Context: an optimization exercise on an open-source flow, tuned for small area and a short achievable clock period. The choices shown serve that exercise and are no tape-out recipe. Only simulation tests tie the RTL to the original design; equivalence was not proved.

// FPUFMAPipe
module FPUFMAPipe(
  input         clock,
                reset,
                io_in_valid,
                io_in_bits_ren3,
                io_in_bits_swap23,
  input  [2:0]  io_in_bits_rm,
  input  [1:0]  io_in_bits_fmaCmd,
  input  [64:0] io_in_bits_in1,
                io_in_bits_in2,
                io_in_bits_in3,
  output        io_out_valid,
  output [64:0] io_out_bits_data,
  output [4:0]  io_out_bits_exc
);
export LEC_CHECK = 0
export ABC_AREA = 1
export CAP_MARGIN = 20
export CORE_MARGIN = 2
export CORE_UTILIZATION = 38
export SLEW_MARGIN = 20
create_clock -name core_clock -period 16.0 [get_ports {clock}]
standard.sh (not shown) runs the stock make flow with config.mk's settings and CLKGATE_MAP_FILE= SYNTH_SCRIPT=/design/flow/synth_recipe.tcl, a recipe that flattens the netlist after the stock synthesis.
==> flow/flow/run.sh <==
#!/bin/bash
# The standard layout (standard synthesis, floorplan, placement, CTS, routing), with
# two changes: the setup repair is asked to leave extra setup slack, and the buffers
# that every input and output port gets are sky130_fd_sc_hd__buf_2 cells (smaller and
# faster than the delay cells buffer_ports picks by default). The make output goes to
# flow.log, and ORFS keeps each step's full log under orfs/logs/.
set -uo pipefail
bash standard.sh SETUP_SLACK_MARGIN=10.65 "BUFFER_PORTS_ARGS=-buffer_cell sky130_fd_sc_hd__buf_2" finish > flow.log 2>&1
==> next run, changes <==
--- a/flow/flow/run.sh
+++ b/flow/flow/run.sh
@@ -8 +8 @@
-bash standard.sh SETUP_SLACK_MARGIN=10.65 "BUFFER_PORTS_ARGS=-buffer_cell sky130_fd_sc_hd__buf_2" finish > flow.log 2>&1
+bash standard.sh SETUP_SLACK_MARGIN=10.65 MATCH_CELL_FOOTPRINT=0 "BUFFER_PORTS_ARGS=-buffer_cell sky130_fd_sc_hd__buf_2" finish > flow.log 2>&1
Worst hold slack is about the same. Wire length went up by 2.0%. Non-clock buffer count climbs by 114. Via count grows by about 0.66%. Cell count went up by about 0.6%. Critical path depth is unchanged.

try-quartz:
FPUFMAPipe again, from the RTL that the note above started with.
==> flow/config.mk <==
export PLATFORM = sky130hd
export DESIGN_NAME = FPUFMAPipe
export DESIGN_NICKNAME = FPUFMAPipe
export VERILOG_FILES = /design/flow/design.v
export SDC_FILE = /design/flow/constraint.sdc
export NUM_CORES = 8
export LEC_CHECK = 0
export ABC_AREA = 1
export CAP_MARGIN = 20
export CORE_MARGIN = 2
export CORE_UTILIZATION = 38
export SLEW_MARGIN = 20
==> flow/constraint.sdc <==
create_clock -name core_clock -period 16.0 [get_ports {clock}]
set_input_delay 3.2000 -clock core_clock [delete_from_list [all_inputs] [get_ports {clock}]]
set_output_delay 3.2000 -clock core_clock [all_outputs]
set_load 0.01 [all_outputs]
==> flow/flow/run.sh <==
#!/bin/bash
# The standard layout (standard synthesis, floorplan, placement, CTS, routing),
# with ORFS's setup repair asked to leave extra setup slack so that it upsizes and
# buffers the slowest paths. The make output goes to flow.log, and ORFS keeps each
# step's full log under orfs/logs/.
set -uo pipefail
bash standard.sh SETUP_SLACK_MARGIN=10.65 finish > flow.log 2>&1
--- input diff try-quartz..try-onyx ---
diff --git a/flow/flow/run.sh b/flow/flow/run.sh
--- a/flow/flow/run.sh
+++ b/flow/flow/run.sh
@@ -5,3 +5,3 @@
 # step's full log under orfs/logs/.
 set -uo pipefail
-bash standard.sh SETUP_SLACK_MARGIN=10.65 finish > flow.log 2>&1
+bash standard.sh SETUP_SLACK_MARGIN=10.8 finish > flow.log 2>&1
global routing: try-onyx exited with error
try-onyx -> try-quartz: number of H-tree levels delta 0, exact match
try-quartz -> try-onyx: number of register bits inferred by synthesis delta 0, exact match
Compare try-quartz and try-onyx | count of instances resized after the clock tree is built higher: try-onyx
try-onyx: post-CTS setup buffer count is 72 higher than what try-quartz reported.
Final weighted congestion of routability-driven global placement went down by a few percent going from try-quartz to try-onyx.
The post-synthesis instance total of try-quartz and that of try-onyx are within noise of each other.
Comparing try-quartz and try-onyx, the lower number of buffers inserted during clock tree synthesis was measured on try-quartz.
The run showing the greater half-perimeter wire length after detailed placement is try-onyx.

[afterwards: timing with drivers on the ports]
How much do the figures lean on ideal ports? The routed layouts below were timed once more, with nothing changed but the port constraints.
Step 1, drivers: a clkbuf_16 drives clock and a buf_2 each remaining input, both assumed.
Step 2 times the ports against the registers' clock, not the clock port: input delays grow and output delays shrink by t, the midpoint of the rising clock arrivals with the driver on.
Three values: ideal, step 1, step 2; two values: the first two.
run | t, ns | slack for setup (ns) | worst setup path after step 2 | slew at the worst register clock pin (ns)
the first run of note 1 | 0.991 | 10.523 / 10.523 / 9.712 | input to register | 0.09 / 0.09
the second run of note 1 | 0.956 | 10.520 / 10.449 / 9.493 | input to register | 0.08 / 0.08
try-quartz | 0.963 | 10.595 / 10.595 / 9.689 | input to register | 0.09 / 0.09
After both steps setup and hold are still met in every run listed. The setup slack of the second run of note 1, which loses most, moves by -0.071 ns with the drivers and by -1.027 ns with both steps.
